This is an optimization exercise on Yosys and OpenROAD, whose aim is small area, not a production implementation. Function was checked by simulation only, so behaviour that the tests miss may differ from the original. No activity file was given, so power comes from the tool's default toggle rates.

==> flow/design.v (outline; a module is shown in full before it is edited, if it fits) <==
// module pic_pix: 1101 lines
// module vga_ttop: 71 lines
module vga_ttop(
    input  wire        sys_clk,
    input  wire        sys_rst_n,
    input  wire        btn_next,
    output wire        hsync,
    output wire        vsync,
    output wire [15:0] rgb
);
  // ...
==> flow/flow/run.sh <==
#!/bin/bash
# Own layout flow: the standard synthesis, its combinational logic re-mapped for
# area (flip-flops untouched), then the standard ORFS layout with port buffers
# of the smallest buffer and a clock tree without dummy loads.
set -euo pipefail
W=$PWD
R=$W/orfs/results/$FLOW_PLATFORM/vga_ttop/base
LIB=$FLOW_HOME/platforms/$FLOW_PLATFORM/lib/sky130_fd_sc_hd__tt_025C_1v80.lib

bash standard.sh "$R/1_2_yosys.v" > synth.log 2>&1
cp "$R/1_2_yosys.v" std_netlist.v
ln -sf "$LIB" lib.lib
python3 flow/mkmodels.py "$LIB" models.v > models.log 2>&1
yosys -s flow/reopt.ys > reopt.log 2>&1
cp reopt_netlist.v "$R/1_2_yosys.v"

export BUFFER_PORTS_ARGS="-buffer_cell sky130_fd_sc_hd__buf_1"
export CTS_ARGS="-sink_clustering_enable -repair_clock_nets -dont_use_dummy_load"
bash standard.sh finish > layout.log 2>&1
==> flow/flow/area.abc <==
strash
&get -n
&deepsyn -T 60
&put
dch -f
amap
topo
==> flow/flow/mkmodels.py <==
#!/usr/bin/env python3
"""Write Verilog models of the liberty's combinational cells (for re-mapping) and blackbox
stubs of its sequential cells. usage: mkmodels.py LIB OUT.v"""
import re, sys
lib = open(sys.argv[1]).read()
out = []
def conv(f):
    f = f.strip().strip('"')
    f = f.replace('!', '~').replace('+', '|').replace('*', '&')
    # implicit AND (space between operands)
    f = re.sub(r'(?<=[\w\)])\s+(?=[\w\(~])', ' & ', f)
    return f
for m in re.finditer(r'\n\s*cell\s*\(\s*"?(\w+)"?\s*\)\s*\{', lib):
    name = m.group(1)
    start = m.end(); depth = 1; i = start
    while depth:
        c = lib[i]
        if c == '{': depth += 1
        elif c == '}': depth -= 1
        i += 1
    body = lib[start:i]
    seq = re.search(r'\b(ff|latch|statetable)\s*\(', body) is not None
    pins = []
    for pm in re.finditer(r'\bpin\s*\(\s*"?(\w+)"?\s*\)\s*\{', body):
        ps = pm.end(); d = 1; j = ps
        while d:
            c = body[j]
            if c == '{': d += 1
            elif c == '}': d -= 1
            j += 1
        pb = body[ps:j]
        dm = re.search(r'direction\s*:\s*"?(\w+)"?', pb)
        fm = re.search(r'\bfunction\s*:\s*("[^"]*")', pb)
        pins.append((pm.group(1), dm.group(1) if dm else 'input', fm.group(1) if fm else None))
    seen=set(); pins=[p for p in pins if not (p[0] in seen or seen.add(p[0]))]
    if not pins: continue
    decl = ", ".join(p[0] for p in pins)
    lines = [f"module {name}({decl});"]
    for p, d, f in pins:
        lines.append(f"  {'output' if d == 'output' else 'input'} {p};")
    outs = [p for p in pins if p[1] == 'output']
    if seq or any(f is None for _, _, f in outs) or not outs:
        lines.insert(0, "(* blackbox *)")
    else:
        for p, d, f in outs:
            lines.append(f"  assign {p} = {conv(f)};")
    lines.append("endmodule")
    out.append("\n".join(lines))
open(sys.argv[2], 'w').write("\n\n".join(out) + "\n")
==> flow/flow/reopt.ys <==
# Re-map the combinational logic of the standard synthesis for area. Every
# flip-flop is a blackbox here, so its instance, name and cell stay as they are.
read_verilog -lib models.v
read_verilog std_netlist.v
hierarchy -top vga_ttop
read_verilog -overwrite models.v
hierarchy -top vga_ttop
tee -o reopt_before.txt stat -liberty lib.lib
flatten
opt -purge
techmap
opt -fast -purge
abc -script flow/area.abc -liberty lib.lib -dont_use sky130_fd_sc_hd__probe_p_8 -dont_use sky130_fd_sc_hd__probec_p_8 -dont_use sky130_fd_sc_hd__lpflow_*
opt_clean -purge
hilomap -singleton -hicell sky130_fd_sc_hd__conb_1 HI -locell sky130_fd_sc_hd__conb_1 LO
splitnets
opt_clean -purge
tee -o reopt_after.txt stat -liberty lib.lib
write_verilog -noattr -nohex -nodec reopt_netlist.v
==> flow/standard.sh <==
#!/bin/bash
# synth_recipe.tcl (not shown) runs the flow's synth.tcl, then flattens the netlist and writes it again
# the make line also repeats each setting of config.mk as NAME=value (left out here)
make -C /OpenROAD-flow-scripts/flow DESIGN_CONFIG=/design/flow/config.mk WORK_HOME=/design/flow/orfs CLKGATE_MAP_FILE= SYNTH_SCRIPT=/design/flow/synth_recipe.tcl "${@:-finish}"
==> flow/config.mk <==
export PLATFORM = sky130hd
export DESIGN_NAME = vga_ttop
export DESIGN_NICKNAME = vga_ttop
export VERILOG_FILES = /design/flow/design.v
export SDC_FILE = /design/flow/constraint.sdc
export NUM_CORES = 4
export LEC_CHECK = 0
export CAP_MARGIN = 20
export CORE_MARGIN = 2
export CORE_UTILIZATION = 40
export SLEW_MARGIN = 20
==> flow/constraint.sdc <==
create_clock -name core_clock -period 20.0 [get_ports {sys_clk}]
set_input_delay 4.0000 -clock core_clock [delete_from_list [all_inputs] [get_ports {sys_clk}]]
set_output_delay 4.0000 -clock core_clock [all_outputs]
set_load 0.01 [all_outputs]
==> run summary, run 1 <==
The flow ran to the end and the layout has no timing, DRC or antenna violations. The count of hold buffers inserted by post-cts repair is 0. The number of buffers inserted during clock tree synthesis came out at 3.

The cell sitting at the root of the clock tree is a sky130_fd_sc_hd__clkbuf_8. 0 antenna diodes ended up in the layout. The TritonCTS clock tree is done. The routed length on met1 came out at 4569 um. In this run, placement finished with an instance count of ~600. The final worst setup slack is slightly below 10 ns. The clock share of power came out at roughly 22%. The met1 layer usage reported by global route came out at 35.84%.

The analysis attributes to net switching a power of about 0.048 mW. Following the worst setup path forward leads to its endpoint at rgb[7]. The path with the worst hold slack has its endpoint at key_reg1. The multi-input combinational cells in the finished layout cover a total of 1981 um2. The share of the clock period used by the worst path is about 52%. The largest registers in the layout are hc x11, vc x10. The global router's overall resource usage came out at around 25%. Across the run, the number of max-cap violations was 0.

The clock slew at the register clock pins of the worst setup and hold paths came out at roughly 0.090 ns. The critical-path maximum fanout came out at 8. hc holds more flip-flops than any other register. The critical path contains buffers and inverters numbering 5 combined. The clock passes through at most 2 buffers. The non-clock buffering overhead in the final layout is 2.622%. The number of stages on the worst setup path came out at 29.

Multi-input logic gates represent a cell area share of a little over three fifths. The largest single stage delay on the critical path is approximately 0.6 ns. The number of global-route vias before repair came out at between 3,000 and 4,000.

The total routed wirelength is 9811 um. The power dissipated in sequential cells is around 0.057 mW. The floorplan step defined a die boundary enclosing slightly below 8000 um2. The count of buffers added on input and output ports is 20. The post-synthesis cell area is 2902 um2.

The die boundary height came out at between 80 and 90 um. The setup slack at placement is just over 10 ns. For the combinational group, total power comes out at 0.0460 mW. The total power came out at 0.1323 mW. The weighted congestion reported at the end of routability-driven placement came out at approximately 1.0.

The via count of the routed design is 3,621. The required time of the critical path came out at about 16 ns. The insertion delay of the later-clocked pin in the worst-skew pair came out at 0.27 ns. Setup repair after global routing left no endpoint under its margin.

The number of buffers inserted by post-CTS setup repair came out at 0.
==> module vga_ttop, before the edit <==
module vga_ttop(
    input  wire        sys_clk,
    input  wire        sys_rst_n,
    input  wire        btn_next,
    output wire        hsync,
    output wire        vsync,
    output wire [15:0] rgb
);
    reg key_reg0, key_reg1, key_reg2;
    always @(posedge sys_clk or negedge sys_rst_n) begin
        if (!sys_rst_n) begin
            key_reg0 <= 1'b1;
            key_reg1 <= 1'b1;
            key_reg2 <= 1'b1;
        end else begin
            key_reg0 <= btn_next;
            key_reg1 <= key_reg0;
            key_reg2 <= key_reg1;
        end
    end
    wire key_edge = ~key_reg1 & key_reg2;
    reg sel_must, sel_end;
    always @(posedge sys_clk or negedge sys_rst_n) begin
        if (!sys_rst_n) begin
            sel_must <= 1'b0;
            sel_end  <= 1'b0;
        end else if (key_edge) begin
            sel_must <= ~sel_must & ~sel_end;
            sel_end  <= sel_must;
        end
    end
    wire sel_bar = ~sel_must & ~sel_end;
    reg [10:0] hc;
    wire [10:0] hc_inc = hc + 11'd1;
    wire hwrap = hc[10] & ~hc[9] & hc[8] & (&hc[4:0]);    
    always @(posedge sys_clk or negedge sys_rst_n) begin
        if (!sys_rst_n)
            hc <= 11'd1761;
        else
            hc <= {hc_inc[10], hc_inc[9] | hwrap, hc_inc[8] & ~hwrap,
                   hc_inc[7] | hwrap, hc_inc[6] | hwrap, hc_inc[5:0]};
    end
    reg [9:0] vc;
    wire [9:0] vc_inc = vc + {9'd0, hwrap};
    wire vclr = hwrap & vc[9] & vc[3] & vc[2];            
    always @(posedge sys_clk or negedge sys_rst_n) begin
        if (!sys_rst_n)
            vc <= 10'd490;
        else
            vc <= vc_inc & ~({10{vclr}} & 10'b10_0000_1101);
    end
    wire [9:0] x = hc[10:1];
    wire [9:0] y = vc;
    assign hsync = x[9] & x[8] & ~(x[7] & x[6] & (x[5] | x[4]));    
    assign vsync = (y[9:1] == 9'd245);                               
    wire active = (~x[9] | (~x[8] & ~x[7])) & ~y[9] & ~(y[8] & y[7] & y[6] & y[5]);
    wire [3:0] b = x[9:6];
    wire g0  = b[2] | (b[3] & ~b[0]);                                         
    wire g4  = b[2] | b[3];                                                   
    wire g5  = (~b[2] & b[1]) | (~b[1] & ~b[0] & (b[2] | b[3]));              
    wire g10 = b[3] | (~b[2] & (b[1] | b[0])) | (b[2] & ~b[1] & ~b[0]);       
    wire lo3 = ~b[3] & ~b[2] & ~(b[1] & b[0]);                                
    wire g11 = lo3 | (b[2] & b[1]) | (b[3] & ~b[0]);                          
    wire g12 = lo3 | (b[2] & b[1] & b[0]) | (b[3] & ~b[0]);                   
    wire g15 = ~b[2] | (b[1] & b[0]);                                         
    wire [15:0] bar = {g15, g11, g12, g12, g11, g10, g5, g5, g5, g5, g5, g4, g0, g0, g0, g0};
    wire pix;
    pic_pix u_pix (.sel_end(sel_end), .pix_x(x), .pix_y(y), .draw(pix));
    wire white = ~sel_bar & pix;
    assign rgb = active ? ((sel_bar ? bar : 16'h0000) | {16{white}}) : 16'h0000;
endmodule
==> run 2, diff against run 1 <==
--- a/flow/design.v
+++ b/flow/design.v
@@ -1109,17 +1109,17 @@
     output wire [15:0] rgb
 );
-    reg key_reg0, key_reg1, key_reg2;
+    reg key_n0, key_n1, key_n2;
     always @(posedge sys_clk or negedge sys_rst_n) begin
         if (!sys_rst_n) begin
-            key_reg0 <= 1'b1;
-            key_reg1 <= 1'b1;
-            key_reg2 <= 1'b1;
+            key_n0 <= 1'b0;
+            key_n1 <= 1'b0;
+            key_n2 <= 1'b0;
         end else begin
-            key_reg0 <= btn_next;
-            key_reg1 <= key_reg0;
-            key_reg2 <= key_reg1;
+            key_n0 <= ~btn_next;
+            key_n1 <= key_n0;
+            key_n2 <= key_n1;
         end
     end
-    wire key_edge = ~key_reg1 & key_reg2;
+    wire key_edge = key_n1 & ~key_n2;    
     reg sel_must, sel_end;
     always @(posedge sys_clk or negedge sys_rst_n) begin
@@ -1133,22 +1133,28 @@
     end
     wire sel_bar = ~sel_must & ~sel_end;
-    reg [10:0] hc;
+    localparam [10:0] HC_RST = 11'd1761;
+    reg  [10:0] hc_q;
+    wire [10:0] hc = hc_q ^ HC_RST;
     wire [10:0] hc_inc = hc + 11'd1;
     wire hwrap = hc[10] & ~hc[9] & hc[8] & (&hc[4:0]);    
+    wire [10:0] hc_next = {hc_inc[10], hc_inc[9] | hwrap, hc_inc[8] & ~hwrap,
+                           hc_inc[7] | hwrap, hc_inc[6] | hwrap, hc_inc[5:0]};
     always @(posedge sys_clk or negedge sys_rst_n) begin
         if (!sys_rst_n)
-            hc <= 11'd1761;
+            hc_q <= 11'd0;
         else
-            hc <= {hc_inc[10], hc_inc[9] | hwrap, hc_inc[8] & ~hwrap,
-                   hc_inc[7] | hwrap, hc_inc[6] | hwrap, hc_inc[5:0]};
+            hc_q <= hc_next ^ HC_RST;
     end
-    reg [9:0] vc;
+    localparam [9:0] VC_RST = 10'd490;
+    reg  [9:0] vc_q;
+    wire [9:0] vc = vc_q ^ VC_RST;
     wire [9:0] vc_inc = vc + {9'd0, hwrap};
     wire vclr = hwrap & vc[9] & vc[3] & vc[2];            
+    wire [9:0] vc_next = vc_inc & ~({10{vclr}} & 10'b10_0000_1101);
     always @(posedge sys_clk or negedge sys_rst_n) begin
         if (!sys_rst_n)
-            vc <= 10'd490;
+            vc_q <= 10'd0;
         else
-            vc <= vc_inc & ~({10{vclr}} & 10'b10_0000_1101);
+            vc_q <= vc_next ^ VC_RST;
     end
     wire [9:0] x = hc[10:1];
==> flow/flow/run.sh (replaced) <==
#!/bin/bash
# Own layout flow: the standard synthesis; its combinational logic re-mapped for
# area with a few ABC scripts in parallel (flip-flops untouched), keeping the
# smallest netlist; then the standard ORFS layout, with port buffers of the
# smallest buffer and a clock tree without dummy loads.
set -euo pipefail
W=$PWD
R=$W/orfs/results/$FLOW_PLATFORM/vga_ttop/base
LIB=$FLOW_HOME/platforms/$FLOW_PLATFORM/lib/sky130_fd_sc_hd__tt_025C_1v80.lib

bash standard.sh "$R/1_2_yosys.v" > synth.log 2>&1
cp "$R/1_2_yosys.v" std_netlist.v
ln -sf "$LIB" lib.lib
python3 flow/mkmodels.py "$LIB" models.v > models.log 2>&1

for i in 1 2 3 4; do
  mkdir -p reopt$i
  cp flow/area$i.abc reopt$i/area.abc
  (cd reopt$i && yosys -s ../flow/reopt.ys > reopt.log 2>&1) &
done
wait

best=""; best_area=""
for i in 1 2 3 4; do
  a=$(grep 'Chip area' reopt$i/reopt_after.txt 2>/dev/null | head -1 | awk '{print $NF}' || true)
  echo "reopt$i: ${a:-failed}" >> reopt_summary.log
  [ -n "$a" ] && [ -s reopt$i/reopt_netlist.v ] || continue
  if [ -z "$best" ] || awk -v a="$a" -v b="$best_area" 'BEGIN{exit !(a < b)}'; then
    best=$i; best_area=$a
  fi
done
echo "chosen: reopt$best ($best_area)" >> reopt_summary.log
cp reopt$best/reopt_netlist.v "$R/1_2_yosys.v"

export BUFFER_PORTS_ARGS="-buffer_cell sky130_fd_sc_hd__buf_1"
export CTS_ARGS="-sink_clustering_enable -repair_clock_nets -dont_use_dummy_load"
bash standard.sh finish > layout.log 2>&1
==> flow/flow/area1.abc (new file) <==
strash
&get -n
&deepsyn -T 20 -I 5
&put
dch -f
amap
topo
==> flow/flow/area2.abc (new file) <==
strash
&get -n
&deepsyn -T 30 -I 8
&put
dch -f
amap
topo
==> flow/flow/area3.abc (new file) <==
strash
&get -n
&deepsyn -T 60
&put
dch -f
amap
topo
==> flow/flow/area4.abc (new file) <==
strash
dch -f
amap
topo
==> flow/flow/reopt.ys (replaced) <==
# Re-map the combinational logic of the standard synthesis for area. Every
# flip-flop is a blackbox here, so its instance, name and cell stay as they are.
read_verilog -lib ../models.v
read_verilog ../std_netlist.v
hierarchy -top vga_ttop
read_verilog -overwrite ../models.v
hierarchy -top vga_ttop
tee -o reopt_before.txt stat -liberty ../lib.lib
flatten
opt -purge
techmap
opt -fast -purge
abc -script area.abc -liberty ../lib.lib -dont_use sky130_fd_sc_hd__probe_p_8 -dont_use sky130_fd_sc_hd__probec_p_8 -dont_use sky130_fd_sc_hd__lpflow_*
opt_clean -purge
hilomap -singleton -hicell sky130_fd_sc_hd__conb_1 HI -locell sky130_fd_sc_hd__conb_1 LO
splitnets
opt_clean -purge
tee -o reopt_after.txt stat -liberty ../lib.lib
write_verilog -noattr -nohex -nodec reopt_netlist.v
removed: flow/flow/area.abc
==> run 2 against run 1 <==
Fmax up 0.26%; first-iteration DRC count increased by 38%; critical path depth shrank 6; synthesized area is 2.6% lower; sequential share of layout area is 0.057 points lower; utilization grew 0.80 points; power fell by 18%; via count shrank 0.47%; die area decreased by 2.5%; register-to-register slack worse by 0.96 ns; wire length is 1.4% higher; clock skew rose by 0.011 ns; critical path type unchanged; largest cell class unchanged.
==> run summary, run 2 <==
The run finished with no timing, DRC or antenna violations. IR analysis of the VDD net gives a maximum drop of about 36 uV. The maximum level of the CTS H-tree came out at 1.

Headroom to the max-slew limit came out at 59.61%. The buffer levels on the longest clock path is 2 (unchanged). Detailed placement finished with a half-perimeter wire length of approximately 7600 um. The count of cells along the worst hold path is 0. The signed area change from the synthesized netlist to the final layout came out at 8.636%.

The final-report setup violation count came out at 0. Clock skew on the completed layout was measured at between 0.015 and 0.02 ns. The flip-flop count of the largest register, all copies and words added came out at 11. The total count of max-transition violations in the final report is 0. The number of cells on the worst reg-to-reg path is 16.

The number of iterations in the first detailed-routing pass is 6. The insertion delay of the later-clocked pin in the worst-skew pair came out at 0.28 ns (about the same). Setup repair after global routing left no endpoint under its margin. The transition time at the pin with the least slew margin is between 0.5 and 0.6 ns. The via count of the routed design was 3,604 (-0.47%). The number of sinks driven by the clock tree came out at 26. The total power was 0.1084 mW (-18%). The detailed-route DRC error count came out at 0. Each instance of the synthesized netlist takes up on average around 6.1 um2. For this run, the number of Yosys warnings is 1.

The number of inserted diodes is 0 (unchanged). The die boundary height came out at 88.04 um (-1.3%). The combined area of the multi-input logic cells is 1904 um2 (-3.9%). The width of the chip came out at a little under 90 um. The number of port buffers came out at 20 (unchanged). The synthesized net count is around 470. The cell count after synthesis came out at about 460.

The share of layout cells above drive strength 1 came out at 0.8214%. The number of buffers inserted by post-CTS setup repair came out at 0 (unchanged). The share of the clock period used by the worst path is 51.56% (-0.14 points).

The die area came out at 7751 um2 (-2.5%). The aggregate negative setup slack is 0 ns. The post-synthesis cell area is 2825 um2 (-2.6%).

The count of maximum capacitance violations was 0 (unchanged). The required time of the critical path is 16.00 ns (about the same). In this run the cell area measured after placement is roughly 3000 um2. In this run the critical register-to-register path is captured at vc_q[9]. Once the floorplan was initialized, standard cells occupied around 41% of the core. The fill cell total of the finished layout came out at roughly 750. The master cell of the clock root buffer is sky130_fd_sc_hd__clkbuf_8. The routed length per placed instance is between 15 and 20 um. The worst setup path is of the reg -> out kind.

STA classifies the critical path endpoint as a primary output. The net count reported at finish is ~490. The total routed wirelength is 9952 um (+1.4%).

The count of hold buffers inserted by post-cts repair was 0 (unchanged). The maximum number of pins on one net before global-route repair is 27. Based on the critical path, the design can be clocked at up to between 0.09 and 0.1 GHz. The min-delay analysis places its worst path in the category reg -> reg. The wire length of the first global-routing pass came out at about 16,000 um. Registers take around 650 um2. The leakage power is between 1 and 1.5 nW. The average via count per standard cell is 6.182.

The starting DRC count in detailed routing is between 400 and 500. The initial antenna violation count came out at 0. The final global-route overflow total is 0. In the final layout, the registers with the most flip-flops are hc_q x11, vc_q x10. The endpoint of the worst hold path is key_n1. In this run the power density over the cells is approximately 35 nW/um2.

Leaving out fill and tap cells, the most frequent cells in the layout are 127 x sky130_fd_sc_hd__nor2_1, 72 x sky130_fd_sc_hd__clkinv_1, 34 x sky130_fd_sc_hd__a21oi_1, 31 x sky130_fd_sc_hd__nand2_1, 29 x sky130_fd_sc_hd__o21ai_0. The register with the most flip-flops is hc_q. During I/O placement, the number of pins put on the boundary was 21. The arrival time of the worst setup path came out at 6.31 ns. TritonCTS built the clock tree. The worst hold path begins at key_n0.

The final design instance area without fill is roughly 3100 um2. The number of global-route vias before repair came out at 3,233 (+0.81%). On the final layout, the worst hold slack is between 0.3 and 0.4 ns.

The clock slew at the register clock pins of the worst setup and hold paths is 0.09 ns (about the same). The post-cts sizing count is 0. The critical-path maximum fanout was 13 (+5). The weighted congestion reported at the end of routability-driven placement is 0.9656 (-4.9%). The smallest clock period supported by the final layout is computed as ~10 ns. The floorplan core area is around 6800 um2. The post-detailed-route count of antenna-violating nets came out at 0.

The global router's overall resource usage is 26.24% (+0.85 points). The worst setup path is launched from a flop. The number of buffers inserted during clock tree synthesis was 3 (unchanged). The number of hold violations in the final report came out at 0. The startpoint of the lowest-slack register-to-register path is hc_q[2].

Setup slack on the worst reg-to-reg path comes out at 15.72 ns. In this run the core area contains 30 standard-cell rows. Leaving out fill and tap cells, the most frequent cell in the layout is sky130_fd_sc_hd__nor2_1.
## run 2: power by group
part           switching [mW]  internal [mW]
Clock                  0.0157         0.0135
Sequential            0.00310         0.0540
Combinational          0.0138        0.00832
## run 2: worst max path at each step
stage	startpoint	endpoint	cells past startpoint
floorplan	hc_q[2]	rgb[10]	23
global placement	hc_q[2]	rgb[10]	23
detailed placement	hc_q[2]	rgb[10]	23
CTS	hc_q[2]	rgb[10]	23
global route	hc_q[2]	rgb[0]	24
finish	hc_q[2]	rgb[10]	23
## run 2: per-layer routing
metal	part of all wire [%]	up-vias	track usage (%)
met5	0	-	0
met4	1.2	0	7.025
met3	7.8	13	3.110
met2	45	199	41.87
met1	46	1650	37.62
li1	-	1742	-
## run 2: final cells by class
cell class | instances | share of cell area [%]
inverter | 72 | 8.806
tap | 96 | 3.914
sequential | 26 | 21.20
timing repair buffer | 21 | 2.691
clock buffer | 3 | 1.345
multi-input combinational | 365 | 62.05
## run 2: stage by stage
stage	setup slack (ns)	cells	utilization [%]
detailed placement	10.16	580	44.32
floorplan	11.04	463	-
global placement	10.08	580	44.32
finish	9.687	583	44.93
CTS	9.838	583	44.93
global route	9.197	583	44.93
## run 2: critical path, stage by stage (launching register included)
cell and delay [ns]:
sky130_fd_sc_hd__dfrtp_1 0.59, sky130_fd_sc_hd__clkinv_1 0.49, sky130_fd_sc_hd__nor2_1 0.54, sky130_fd_sc_hd__clkinv_1 0.33, sky130_fd_sc_hd__a21oi_1 0.26, sky130_fd_sc_hd__o22ai_1 0.09
sky130_fd_sc_hd__a221oi_1 0.49, sky130_fd_sc_hd__clkinv_1 0.18, sky130_fd_sc_hd__nor3_1 0.20, sky130_fd_sc_hd__nor3_1 0.07, sky130_fd_sc_hd__a31oi_1 0.27, sky130_fd_sc_hd__nor2_1 0.07
sky130_fd_sc_hd__o41ai_1 0.34, sky130_fd_sc_hd__and2_0 0.21, sky130_fd_sc_hd__nor2_1 0.06, sky130_fd_sc_hd__and2_0 0.15, sky130_fd_sc_hd__nor4_1 0.53, sky130_fd_sc_hd__nor3_1 0.11
sky130_fd_sc_hd__a222oi_1 0.36, sky130_fd_sc_hd__a21oi_1 0.18, sky130_fd_sc_hd__clkinv_1 0.11, sky130_fd_sc_hd__nor2_1 0.09, sky130_fd_sc_hd__a31o_1 0.20, sky130_fd_sc_hd__buf_1 0.12
==> run 3, diff against run 2 <==
--- a/flow/config.mk
+++ b/flow/config.mk
@@ -6,4 +6,5 @@
 export NUM_CORES = 4
 export LEC_CHECK = 0
+export ABC_AREA = 1
 export CAP_MARGIN = 20
 export CORE_MARGIN = 2
==> run 3 against run 2 <==
Wire length down 4.4%; fmax up 5.6%; hold slack better by 0.0028 ns.
==> run summary, run 3 <==
The run finished with no timing, DRC or antenna violations. The share of the clock period used by the worst path is 48.84% (-2.7 points). The standard-cell row count is 30 (unchanged). The net count reported at finish is 480 (-2.4%). The share of layout cells above drive strength 1 is 0.8421% (+0.021 points). The final global-route overflow total is 0 (unchanged). The startpoint-to-endpoint class of the critical path is reg -> out. The total count of max-transition violations in the final report is 0 (unchanged). The initial cell density of the core is 40.88% (-0.48 points). The met2 routed wirelength came out at 4164 um (-7.3%). The width of the chip came out at 86.86 um (-1.3%). The aggregate negative setup slack is 0 ns (unchanged). The number of warnings printed during yosys synthesis came out at 1 (unchanged).

The weighted congestion reported at the end of routability-driven placement came out at 1.063 (+10%). The highest metal layer carrying signal wires in the routed design is met4. The die boundary height is 86.86 um (-1.3%).

The number of cells in the finished layout apart from fillers is 555 (-4.8%). The detailed-route DRC error count is 0 (unchanged). The maximum number of pins on one net before global-route repair is 27 (unchanged). The synthesized net count came to 454 (-2.6%). The routed length per placed instance was 17.14 um (+0.38%). The synthesized instance count is 451 (-2.6%).

The mean area per synthesized cell came out at 6.090 um2 (-0.20%). The post-cts sizing count came out at 0 (unchanged). In this run the clock root is driven by a sky130_fd_sc_hd__clkbuf_8. The minimum hold slack came to 0.3664 ns (+0.002781 ns). The largest registers in the layout are hc_q x11, vc_q x10. The buffer levels on the longest clock path came out at 2 (unchanged). The remaining max-slew budget at the tightest pin came out at 62.68% (+3.1 points). The setup clock skew after layout is 0.002222 ns (-0.01350 ns).

The peak supply drop came to 23.78 uV (-34%). The final HPWL from detailed placement is 7452 um (-1.8%). The final worst setup slack came to 10.23 ns (+0.5444 ns). More flip-flops sit in one register than any other, and that register is hc_q. The final critical-path required period came out at 9.768 ns (-0.5444 ns). The number of buffers inserted by post-CTS setup repair came out at 0 (unchanged). The average via count per standard cell came to 6.256 (+1.2%).

The setup slack at placement is 10.70 ns (+0.5381 ns). The min-delay analysis places its worst path in the category reg -> reg. The number of cells on the worst reg-to-reg path came out at 14 (-2).

The required time of the critical path was 16.00 ns (about the same). The count of cells along the worst hold path came out at 0 (unchanged). The clock slew at the register clock pins of the worst setup and hold paths came to 0.09 ns (about the same). The number of inserted diodes came out at 0 (unchanged). The arrival time of the worst setup path came out at 5.77 ns (-0.54 ns). The number of global-route vias before repair is 3,131 (-3.2%). The reg2reg setup slack came out at 16.82 ns (+1.10 ns). The via count of the routed design came out at 3,472 (-3.7%).

The number of buffers inserted during clock tree synthesis is 3 (unchanged). The flip-flop count of the largest register, all copies and words added is 11 (unchanged). The leakage power came out at 1.108 nW (+5.6%). The maximum level of the CTS H-tree was 1 (unchanged). The endpoint identified for the worst register-to-register timing path is vc_q[5].

The critical-path maximum fanout came out at 10 (-3). The routed length on met1 came out at 4232 um (-7.2%). The top cell types in the final layout, fill and taps aside, are 122 x sky130_fd_sc_hd__nor2_1, 67 x sky130_fd_sc_hd__clkinv_1, 43 x sky130_fd_sc_hd__o21ai_0, 32 x sky130_fd_sc_hd__nand2_1, 31 x sky130_fd_sc_hd__a21oi_1. The initial antenna violation count is 0 (unchanged). The floorplan core area is 6719 um2 (-1.6%). The total routed wirelength is 9510 um (-4.4%). The worst setup path is launched from a flop. The number of port buffers came to 20 (unchanged). The final design instance area without fill is 2970 um2 (-3.2%). The wire length on met3 came out at 710 um (-9.0%). The highest clock frequency the design can meet came out at 0.1024 GHz (+5.6%). The starting DRC count in detailed routing came to 353 (-20%).

The number of sinks driven by the clock tree came out at 26 (unchanged). The post-place instance area came to 2929 um2 (-3.3%). The final-report setup violation count was 0 (unchanged). The wire length of the first global-routing pass is 15,630 um (-2.6%).

The post-synthesis cell area is 2746 um2 (-2.8%). STA classifies the critical path endpoint as a primary output. The transition time at the pin with the least slew margin came out at 0.5598 ns (-0.03081 ns). The startpoint identified for the worst hold timing path is key_n0. The TritonCTS clock tree is done. The number of iterations in the first detailed-routing pass is 5 (-1). The number of primary I/O pins came out at 21 (unchanged). The global router's overall resource usage is 26.10% (-0.14 points). For hold timing, the worst endpoint is key_n1.

The count of maximum capacitance violations was 0 (unchanged). The die area was 7545 um2 (-2.7%). The number of hold violations in the final report came out at 0 (unchanged).

The insertion delay of the later-clocked pin in the worst-skew pair is 0.27 ns (about the same). The signed area change from the synthesized netlist to the final layout is 8.155%. The worst register-to-register path begins at hc_q[1]. The number of placed instances with taps included is 552 (-4.8%). The post-detailed-route count of antenna-violating nets came out at 0 (unchanged). The count of hold buffers inserted by post-cts repair was 0 (unchanged). The library cell used most frequently in the layout, excluding fill and tap cells, is sky130_fd_sc_hd__nor2_1. The power per cell area came to 33.92 nW/um2 (-4.0%). Setup repair after global routing left no endpoint under its margin.
## run 3: cell type report
type,instances,area [um2]
Clock buffer,3,41.29
Fill cell,708,3749
Inverter,67,251.5
Multi-Input combinational cell,358,1844
Sequential cell,26,650.6
Tap cell,80,100.1
Timing Repair Buffer,21,82.58
## run 3: critical path: stages (launching register included)
cell,delay [ns]
sky130_fd_sc_hd__dfrtp_1,0.51
sky130_fd_sc_hd__clkinv_1,0.37
sky130_fd_sc_hd__nor2_1,0.27
sky130_fd_sc_hd__nor2_1,0.11
sky130_fd_sc_hd__nor2_1,0.20
sky130_fd_sc_hd__clkinv_1,0.14
sky130_fd_sc_hd__o21ai_0,0.33
sky130_fd_sc_hd__clkinv_1,0.16
sky130_fd_sc_hd__o21ai_0,0.17
sky130_fd_sc_hd__o21ai_0,0.20
sky130_fd_sc_hd__o21ai_0,0.20
sky130_fd_sc_hd__o311a_1,0.18
sky130_fd_sc_hd__a31oi_1,0.07
sky130_fd_sc_hd__nor2_1,0.13
sky130_fd_sc_hd__a21oi_1,0.06
sky130_fd_sc_hd__nand2_1,0.10
sky130_fd_sc_hd__o21ai_0,0.11
sky130_fd_sc_hd__and2_0,0.19
sky130_fd_sc_hd__o221a_1,0.23
sky130_fd_sc_hd__nor3b_1,0.15
sky130_fd_sc_hd__or3b_1,0.39
sky130_fd_sc_hd__o21ai_0,0.20
sky130_fd_sc_hd__o2111ai_1,0.13
sky130_fd_sc_hd__nand2_1,0.09
sky130_fd_sc_hd__nand2b_1,0.10
sky130_fd_sc_hd__nand3_1,0.18
sky130_fd_sc_hd__a31oi_1,0.34
sky130_fd_sc_hd__buf_1,0.19
## run 3: worst max path at each step
stage	from	to	slack, ns	depth (start not counted)
final	hc_q[2]	rgb[9]	10.23	27
after global routing	hc_q[2]	rgb[12]	9.73	28
after CTS	hc_q[2]	rgb[7]	10.34	27
after detailed placement	hc_q[2]	rgb[7]	10.70	26
after global placement	hc_q[2]	rgb[7]	10.63	26
after floorplan	hc_q[2]	rgb[5]	11.31	25
## run 3: routing by layer
layer,global-route usage (%),up-vias
li1,-,1677
met1,36.26,1570
met2,40.53,194
met3,3.128,31
met4,11.65,0
met5,0,-
## run 3: power by group
part	leakage (nW)	internal, mW	switching [mW]
clock	0.0216	0.0135	0.0166
sequential	0.318	0.0540	0.00266
combinational	0.769	0.00500	0.00905
## run 3: through the flow
step / util (%) / power, mW
6_report: 44.21 / 0.1008
3_3_place_gp: 43.59 / 0.07115
4_1_cts: 44.21 / 0.1023
2_1_floorplan: - / 0.06659
3_5_place_dp: 43.59 / 0.07137
5_1_grt: 44.21 / 0.1059
==> run 4, diff against run 3 <==
--- a/flow/flow/run.sh
+++ b/flow/flow/run.sh
@@ -1,5 +1,5 @@
 #!/bin/bash
 # Own layout flow: the standard synthesis; its combinational logic re-mapped for
-# area with a few ABC scripts in parallel (flip-flops untouched), keeping the
+# area with eight ABC scripts, four at a time (flip-flops untouched), keeping the
 # smallest netlist; then the standard ORFS layout, with port buffers of the
 # smallest buffer and a clock tree without dummy loads.
@@ -14,13 +14,15 @@
 python3 flow/mkmodels.py "$LIB" models.v > models.log 2>&1
 
-for i in 1 2 3 4; do
-  mkdir -p reopt$i
-  cp flow/area$i.abc reopt$i/area.abc
-  (cd reopt$i && yosys -s ../flow/reopt.ys > reopt.log 2>&1) &
+for wave in "1 2 3 4" "5 6 7 8"; do
+  for i in $wave; do
+    mkdir -p reopt$i
+    cp flow/area$i.abc reopt$i/area.abc
+    (cd reopt$i && yosys -s ../flow/reopt.ys > reopt.log 2>&1) &
+  done
+  wait
 done
-wait
 
 best=""; best_area=""
-for i in 1 2 3 4; do
+for i in 1 2 3 4 5 6 7 8; do
   a=$(grep 'Chip area' reopt$i/reopt_after.txt 2>/dev/null | head -1 | awk '{print $NF}' || true)
   echo "reopt$i: ${a:-failed}" >> reopt_summary.log
==> flow/flow/area1.abc (replaced) <==
strash
&get -n
&deepsyn -T 20 -I 5
&put
dch -f
amap -A 10 -F 3
topo
==> flow/flow/area2.abc (replaced) <==
strash
&get -n
&deepsyn -T 20 -I 5
&put
dch -f
amap
topo
==> flow/flow/area3.abc (replaced) <==
strash
&get -n
&deepsyn -T 30 -I 8
&put
dch -f
amap -A 10 -F 3
topo
==> flow/flow/area4.abc (replaced) <==
strash
&get -n
&deepsyn -T 60
&put
dch -f
amap -A 10 -F 3
topo
==> flow/flow/area5.abc (new file) <==
strash
&get -n
&deepsyn -T 10 -I 10
&put
dch -f
amap -A 10 -F 3
topo
==> flow/flow/area6.abc (new file) <==
strash
&get -n
&deepsyn -T 30 -I 8
&put
dch -f
amap
topo
==> flow/flow/area7.abc (new file) <==
strash
dch -f
amap -A 10 -F 3
topo
==> flow/flow/area8.abc (new file) <==
strash
&get -n
&deepsyn -T 60
&put
dch -f
amap
topo
==> run 4 against run 3 <==
Setup slack worse by 0.65 ns; sequential power is 2% lower; critical path depth is 1 higher; highest routed layer unchanged.
==> run summary, run 4 <==
The flow ran to the end and the layout has no timing, DRC or antenna violations. The cell-internal power is 0.07237 mW (-0.18%). The largest registers in the layout are hc_q x11, vc_q x10. STA classifies the critical path endpoint as a primary output. The master cell of the clock root buffer is sky130_fd_sc_hd__clkbuf_8. The signed area change from the synthesized netlist to the final layout is 8.237% (about the same).

Leaving out fill and tap cells, the most frequent cell in the layout is sky130_fd_sc_hd__nor2_1. The buffer levels on the longest clock path is 2 (unchanged). The peak supply drop came out at 24.73 uV (+4.0%). The net count reported at finish is 478 (-0.42%).

The number of buffers inserted during clock tree synthesis came out at 3 (unchanged). The number of iterations in the first detailed-routing pass is 6 (+1). The most frequent cell on the critical path is sky130_fd_sc_hd__nor2_1. The transition time at the pin with the least slew margin is 0.6857 ns (+0.1259 ns).

The wire length of the first global-routing pass was 15,040 um (-3.8%). The number of port buffers is 20 (unchanged). The number of warnings printed during yosys synthesis is 1 (unchanged). The net switching share of the total power came to 28.46% (+0.41 points). The post-cts sizing count was 0 (unchanged).

The clock slew at the register clock pins of the worst setup and hold paths came to 0.10 ns (about the same). The count of cells along the worst hold path came out at 0 (unchanged). The final worst setup slack came out at 9.578 ns (-0.6535 ns). By startpoint and endpoint, the worst setup path is classified as reg -> out.

The total count of max-transition violations in the final report came out at 0 (unchanged). The die area is 7473 um2 (-0.95%). The number of primary I/O pins came to 21 (unchanged).

The mean area per synthesized cell came out at 6.055 um2 (-0.56%). The via count of the routed design is 3,434 (-1.1%). The fill cell total of the finished layout was 681 (-3.8%). The leakage power is 1.116 nW (+0.79%). The count of hold buffers inserted by post-cts repair is 0 (unchanged). The highest clock frequency the design can meet is 0.09595 GHz (-6.3%). The stage delay of the slowest cell on the critical path came out at 0.51 ns (about the same). The global router's overall resource usage came out at 24.81% (-1.3 points). The detailed-route DRC error count is 0 (unchanged). The final-report setup violation count is 0 (unchanged).

The footprint of the flip-flops and latches is 650.6 um2 (unchanged). The post-synthesis cell area came out at 2719 um2 (-1.0%). The remaining max-slew budget at the tightest pin came out at 54.29% (-8.4 points).

The number of buffers inserted by post-CTS setup repair is 0 (unchanged). The insertion delay of the later-clocked pin in the worst-skew pair came out at 0.28 ns (about the same). The synthesized instance count came out at 449 (-0.44%). The required time of the critical path came out at 16.00 ns (about the same). The final global-route overflow total came out at 0 (unchanged). The maximum level of the CTS H-tree was 1 (unchanged). The die boundary height came out at 86.45 um (-0.48%). Setup repair after global routing left no endpoint under its margin. The maximum number of pins on one net before global-route repair was 27 (unchanged). The standard-cell row count is 30 (unchanged). The setup clock skew after layout is 0.01457 ns (+0.01235 ns). The average via count per standard cell came out at 6.210 (-0.74%).

The post-detailed-route count of antenna-violating nets is 0 (unchanged). The floorplan core area came out at 6681 um2 (-0.56%). The sequential fraction of design power is 55.0% (-1.2 points). The aggregate negative setup slack is 0 ns (unchanged).

The path type of the worst min-delay path is reg -> reg. The number of cells on the worst reg-to-reg path came to 17 (+3). The starting DRC count in detailed routing came out at 373 (+5.7%). The total routed wirelength was 9061 um (-4.7%). The synthesized net count came out at 452 (-0.44%). The count of maximum capacitance violations is 0 (unchanged). The startpoint class of the critical path is a flop. The number of global-route vias before repair is 3,100 (-0.99%). The power per cell area came out at 34.38 nW/um2 (+1.3%).

The worst register-to-register path begins at hc_q[1]. The final critical-path required period was 10.42 ns (+0.6535 ns). The reg2reg setup slack came out at 16.57 ns (-0.25 ns). The flip-flop count of the largest register, all copies and words added came out at 11 (unchanged).

The number of inserted diodes is 0 (unchanged). The width of the chip came to 86.45 um (-0.48%). Ranked by flip-flop count, first place goes to hc_q. The start point of the worst min-delay path is key_n0. The arrival time of the worst setup path came out at 6.42 ns (+0.65 ns). The critical-path maximum fanout came out at 9 (-1). The worst hold path terminates at key_n1.

The net switching power of the design was 0.02880 mW (+1.9%). The clock share of power came out at 29.8% (about the same). The initial antenna violation count came out at 0 (unchanged).

The standard cell with the maximum stage delay on the critical path is sky130_fd_sc_hd__or4_1. The share of the clock period used by the worst path is 52.11% (+3.3 points). The initial cell density of the core came to 40.69% (-0.18 points). The number of sinks driven by the clock tree came to 26 (unchanged). TritonCTS built the clock tree.

The number of hold violations in the final report is 0 (unchanged). The share of layout cells above drive strength 1 is 0.8457% (+0.0036 points). The setup slack at placement came out at 10.03 ns (-0.6691 ns).

The worst register-to-register path ends at vc_q[8]. The final design instance area without fill was 2943 um2 (-0.93%). The combined area of the multi-input logic cells came out at 1805 um2 (-2.1%). Leaving out fill and tap cells, the most frequent cells in the layout are 116 x sky130_fd_sc_hd__nor2_1, 70 x sky130_fd_sc_hd__clkinv_1, 60 x sky130_fd_sc_hd__o21ai_0, 37 x sky130_fd_sc_hd__nand2_1, 30 x sky130_fd_sc_hd__a21oi_1. The relative contribution of combinational cells to total power is 15.2% (+1.3 points). The final HPWL from detailed placement is 7110 um (-4.6%). The routed length per placed instance is 16.39 um (-4.4%). The post-place instance area came to 2902 um2 (-0.94%).

The weighted congestion reported at the end of routability-driven placement is 0.9629 (-9.5%).
-- run 4: critical path, delay by kind of cell (launching register included) --
kind                   cells  cell delay (ns)
AOI/OAI and AO/OA         10             2.51
and+or+nand+nor           12             2.05
buffers and inverters      6             1.13
DFF                        1             0.47
-- run 4: worst max-delay path by stage --
stage               slack [ns]  cells past startpoint      end     from
detailed placement       10.03                     27   rgb[8]  vc_q[4]
finish                    9.58                     28  rgb[13]  vc_q[4]
CTS                       9.70                     27   rgb[8]  vc_q[4]
floorplan                10.80                     26   rgb[5]  vc_q[4]
global placement          9.96                     29   rgb[8]  vc_q[4]
global route              8.92                     29   rgb[8]  vc_q[4]
-- run 4: final cells by class --
cell class	count	share of cell area (%)
Tap cell	80	3.401
Timing Repair Buffer	21	2.806
Sequential cell	26	22.11
Inverter	70	8.929
Clock buffer	3	1.403
Multi-Input combinational cell	353	61.35
-- run 4: power groups by stage --
stage               sequential [mW]  clock [mW]  combinational [mW]
CTS                          0.0557      0.0313              0.0152
floorplan                    0.0560           0              0.0105
global placement             0.0567           0              0.0148
detailed placement           0.0567           0              0.0151
finish                       0.0556      0.0301              0.0154
global route                 0.0558      0.0331              0.0175
-- run 4: routing by layer --
metal	wire length [um]	vias up	part of all wire [%]	GRT usage [%]
li1	-	1670	-	-
met1	3912	1539	43	34.00
met2	4257	197	47	41.05
met3	641	28	7.1	2.571
met4	249	0	2.7	7.813
met5	0	-	0	0
-- run 4: per-stage QoR --
stage               utilization, %  hold WS (ns)  power [mW]  cells
floorplan                        -        0.3312     0.06650    449
global placement             43.43        0.3409     0.07152    550
detailed placement           43.43        0.3371     0.07181    550
CTS                          44.04        0.3681      0.1022    553
global route                 44.04        0.3724      0.1064    553
finish                       44.04        0.3645      0.1012    553
==> run 5, diff against run 4 <==
--- a/flow/flow/run.sh
+++ b/flow/flow/run.sh
@@ -1,5 +1,5 @@
 #!/bin/bash
 # Own layout flow: the standard synthesis; its combinational logic re-mapped for
-# area with eight ABC scripts, four at a time (flip-flops untouched), keeping the
+# area with twelve ABC scripts, four at a time (flip-flops untouched), keeping the
 # smallest netlist; then the standard ORFS layout, with port buffers of the
 # smallest buffer and a clock tree without dummy loads.
@@ -14,5 +14,5 @@
 python3 flow/mkmodels.py "$LIB" models.v > models.log 2>&1
 
-for wave in "1 2 3 4" "5 6 7 8"; do
+for wave in "1 2 3 4" "5 6 7 8" "9 10 11 12"; do
   for i in $wave; do
     mkdir -p reopt$i
@@ -24,5 +24,5 @@
 
 best=""; best_area=""
-for i in 1 2 3 4 5 6 7 8; do
+for i in 1 2 3 4 5 6 7 8 9 10 11 12; do
   a=$(grep 'Chip area' reopt$i/reopt_after.txt 2>/dev/null | head -1 | awk '{print $NF}' || true)
   echo "reopt$i: ${a:-failed}" >> reopt_summary.log
==> flow/flow/area10.abc (new file) <==
strash
&get -n
&deepsyn -T 15 -I 7
&put
dch -f
amap -A 10 -F 3
topo
==> flow/flow/area11.abc (new file) <==
strash
&get -n
&deepsyn -T 25 -I 4
&put
dch -f
amap -A 10 -F 3
topo
==> flow/flow/area12.abc (new file) <==
strash
&get -n
&deepsyn -T 20 -I 10
&put
dch -f
amap -A 10 -F 3
topo
==> flow/flow/area9.abc (new file) <==
strash
&get -n
&deepsyn -T 20 -I 5
&put
dch -f
amap -A 20 -F 5
topo
==> run 5 against run 4 <==
Non-clock buffer count unchanged; hold slack unchanged; clock skew unchanged; sequential power about the same; power unchanged; critical path type unchanged; still clean on timing, DRC and antenna; cell area unchanged; largest power group unchanged; flip-flop and latch count unchanged; final cell count unchanged.
==> run summary, run 5 <==
The run finished with no timing, DRC or antenna violations. The footprint of the flip-flops and latches came out at 650.6 um2 (unchanged). The die area is 7473 um2 (unchanged). The leakage power is 1.116 nW (unchanged). The peak supply drop came to 24.73 uV (unchanged). The post-synthesis cell area is 2719 um2 (unchanged). The start point of the worst min-delay path is key_n0.

The count of cells along the worst hold path is 0 (unchanged). The share of the core filled with cells in the final layout came out at 44.04% (unchanged). The critical-path maximum fanout came out at 9 (unchanged).

The top cell types in the final layout, fill and taps aside, are 116 x sky130_fd_sc_hd__nor2_1, 70 x sky130_fd_sc_hd__clkinv_1, 60 x sky130_fd_sc_hd__o21ai_0, 37 x sky130_fd_sc_hd__nand2_1, 30 x sky130_fd_sc_hd__a21oi_1. The largest registers in the layout are hc_q x11, vc_q x10. The clock share of power is 29.8% (about the same). The setup clock skew after layout is 0.01457 ns (unchanged). The critical path launch point is vc_q[4]. The number of buffers inserted during clock tree synthesis came out at 3 (unchanged). The total power is 0.1012 mW (unchanged). The mean area per synthesized cell is 6.055 um2 (unchanged). The aggregate negative setup slack is 0 ns (unchanged). The total count of max-transition violations in the final report was 0 (unchanged). The initial cell density of the core was 40.69% (unchanged). The final worst setup slack came to 9.578 ns (unchanged). The minimum hold slack is 0.3645 ns (unchanged). The signed area change from the synthesized netlist to the final layout is 8.237% (unchanged).

The setup slack at placement is 10.03 ns (unchanged). The fill cell total of the finished layout is 681 (unchanged). The flip-flop count of the largest register, all copies and words added is 11 (unchanged). The share of layout cells above drive strength 1 is 0.8457% (unchanged). The required time of the critical path is 16.00 ns (about the same).

The number of cells on the worst reg-to-reg path is 17 (unchanged). The final HPWL from detailed placement came to 7110 um (unchanged). The post-cts sizing count is 0 (unchanged). The TritonCTS clock tree is done. The synthesized instance count came out at 449 (unchanged).

The number of inserted diodes came out at 0 (unchanged). The highest clock frequency the design can meet is 0.09595 GHz (unchanged). The floorplan core area is 6681 um2 (unchanged). The final global-route overflow total was 0 (unchanged). The startpoint class of the critical path is a flop. The total routed wirelength is 9061 um (unchanged). The remaining max-slew budget at the tightest pin is 54.29% (unchanged). The global router's overall resource usage is 24.81% (unchanged). The insertion delay of the later-clocked pin in the worst-skew pair came to 0.28 ns (about the same). The relative contribution of combinational cells to total power is 15.2% (about the same). The number of warnings printed during yosys synthesis is 1 (unchanged). The initial antenna violation count came to 0 (unchanged). The weighted congestion reported at the end of routability-driven placement came out at 0.9629 (unchanged). The cell-internal power is 0.07237 mW (unchanged).

The wire length of the first global-routing pass is 15,040 um (unchanged). The buffer levels on the longest clock path is 2 (unchanged). The number of primary I/O pins came to 21 (unchanged). The via count of the routed design came out at 3,434 (unchanged).

The count of hold buffers inserted by post-cts repair came out at 0 (unchanged). The post-place instance area came out at 2902 um2 (unchanged). The register with the most flip-flops is hc_q.

The path type of the worst min-delay path is reg -> reg. The number of hold violations in the final report is 0 (unchanged). The die boundary height is 86.45 um (unchanged). The final design instance area without fill came out at 2943 um2 (unchanged). The power per cell area came out at 34.38 nW/um2 (unchanged). The final-report setup violation count came to 0 (unchanged). Among all stages on the critical path, the largest delay is contributed by sky130_fd_sc_hd__or4_1. The width of the chip came to 86.45 um (unchanged). The number of cells in the finished layout apart from fillers came out at 553 (unchanged). The library cell used most frequently in the layout, excluding fill and tap cells, is sky130_fd_sc_hd__nor2_1. The transition time at the pin with the least slew margin was 0.6857 ns (unchanged).

The starting DRC count in detailed routing is 373 (unchanged). The standard-cell row count came out at 30 (unchanged). The post-detailed-route count of antenna-violating nets came to 0 (unchanged). The routed length per placed instance is 16.39 um (unchanged).

The number of placed instances with taps included is 550 (unchanged). The detailed-route DRC error count came out at 0 (unchanged). The sequential fraction of design power is 55.0% (about the same).

The maximum level of the CTS H-tree is 1 (unchanged). The worst register-to-register path begins at hc_q[1]. The net count reported at finish is 478 (unchanged).

The count of maximum capacitance violations is 0 (unchanged). The share of the clock period used by the worst path is 52.11% (unchanged). The final critical-path required period is 10.42 ns (unchanged).

The most frequent cell on the critical path is sky130_fd_sc_hd__nor2_1. The clock slew at the register clock pins of the worst setup and hold paths is 0.10 ns (about the same). The master cell of the clock root buffer is sky130_fd_sc_hd__clkbuf_8. The average via count per standard cell is 6.210 (unchanged). The startpoint-to-endpoint class of the critical path is reg -> out. The maximum number of pins on one net before global-route repair came out at 27 (unchanged).

The number of port buffers came to 20 (unchanged). Setup repair after global routing left no endpoint under its margin. The combined area of the multi-input logic cells came out at 1805 um2 (unchanged). The arrival time of the worst setup path came to 6.42 ns (about the same). The number of global-route vias before repair is 3,100 (unchanged). The number of sinks driven by the clock tree was 26 (unchanged). STA classifies the critical path endpoint as a primary output. The synthesized net count came out at 452 (unchanged). The net switching share of the total power is 28.46% (unchanged). The number of buffers inserted by post-CTS setup repair came out at 0 (unchanged). The stage delay of the slowest cell on the critical path was 0.51 ns (about the same). The number of iterations in the first detailed-routing pass was 6 (unchanged). The net switching power of the design came out at 0.02880 mW (unchanged).
-- run 5: area by class of cell --
type / count / share of cell area, %
Multi-Input combinational cell: 353 / 61.35
Sequential cell: 26 / 22.11
Tap cell: 80 / 3.401
Clock buffer: 3 / 1.403
Inverter: 70 / 8.929
Timing Repair Buffer: 21 / 2.806
-- run 5: routing by layer --
metal	vias up	part of all wire, %	global-route usage (%)
met2	197	47	41.05
met1	1539	43	34.00
li1	1670	-	-
met3	28	7.1	2.571
met4	0	2.7	7.813
met5	-	0	0
-- run 5: final timing paths --
kind / end / slack, ns
worst max-delay path: rgb[13] / 9.58
worst min-delay path: key_n1 / 0.36
worst max register to register: vc_q[8] / 16.57
worst min register to register: key_n1 / 0.36
max in group asynchronous: vc_q[9] / 16.03
min in group asynchronous: sel_must / 3.71
-- run 5: worst max-delay path: cells and delay by family, from the launching register on --
kind	cells	cell delay (ns)
flops	1	0.47
simple gates	12	2.05
compound gates	10	2.51
buf+inv	6	1.13
-- run 5: power groups by stage --
stage | registers [mW] | logic (mW) | clock network, mW
final | 0.0556 | 0.0154 | 0.0301
after global routing | 0.0558 | 0.0175 | 0.0331
after CTS | 0.0557 | 0.0152 | 0.0313
after detailed placement | 0.0567 | 0.0151 | 0
after global placement | 0.0567 | 0.0148 | 0
after floorplan | 0.0560 | 0.0105 | 0

-- what the ideal ports hide --
How much do the figures lean on ideal ports? The routed layouts below were timed once more, with nothing changed but the port constraints.
Step 1 sets driving cells, clkbuf_16 on the clock port and buf_2 on the other inputs (assumed; they add their load-dependent delay and slew).
Step 2 moves the port delays by t, midway between the first and last clock arrival at a register: inputs arrive t later, outputs are due t later. That takes back most of the time a late clock gives input paths.
a / b / c = ideal / step 1 / step 2; a / b = the first two.
run	t, ns	setup WS [ns]	latest minus earliest clock arrival (ns)	worst data-port slew with drivers (ns)	pins driven straight from the clock port
run 1	0.297	9.660 / 9.630 / 9.928	0.007 / 0.007	0.03	1
run 2	0.296	9.687 / 9.661 / 9.957	0.016 / 0.016	0.03	1
run 3	0.301	10.232 / 10.202 / 10.504	0.003 / 0.003	0.03	1
run 4	0.302	9.578 / 9.548 / 9.850	0.014 / 0.015	0.03	1
run 5	0.302	9.578 / 9.548 / 9.850	0.014 / 0.015	0.03	1
After both steps every run listed still meets setup and hold.
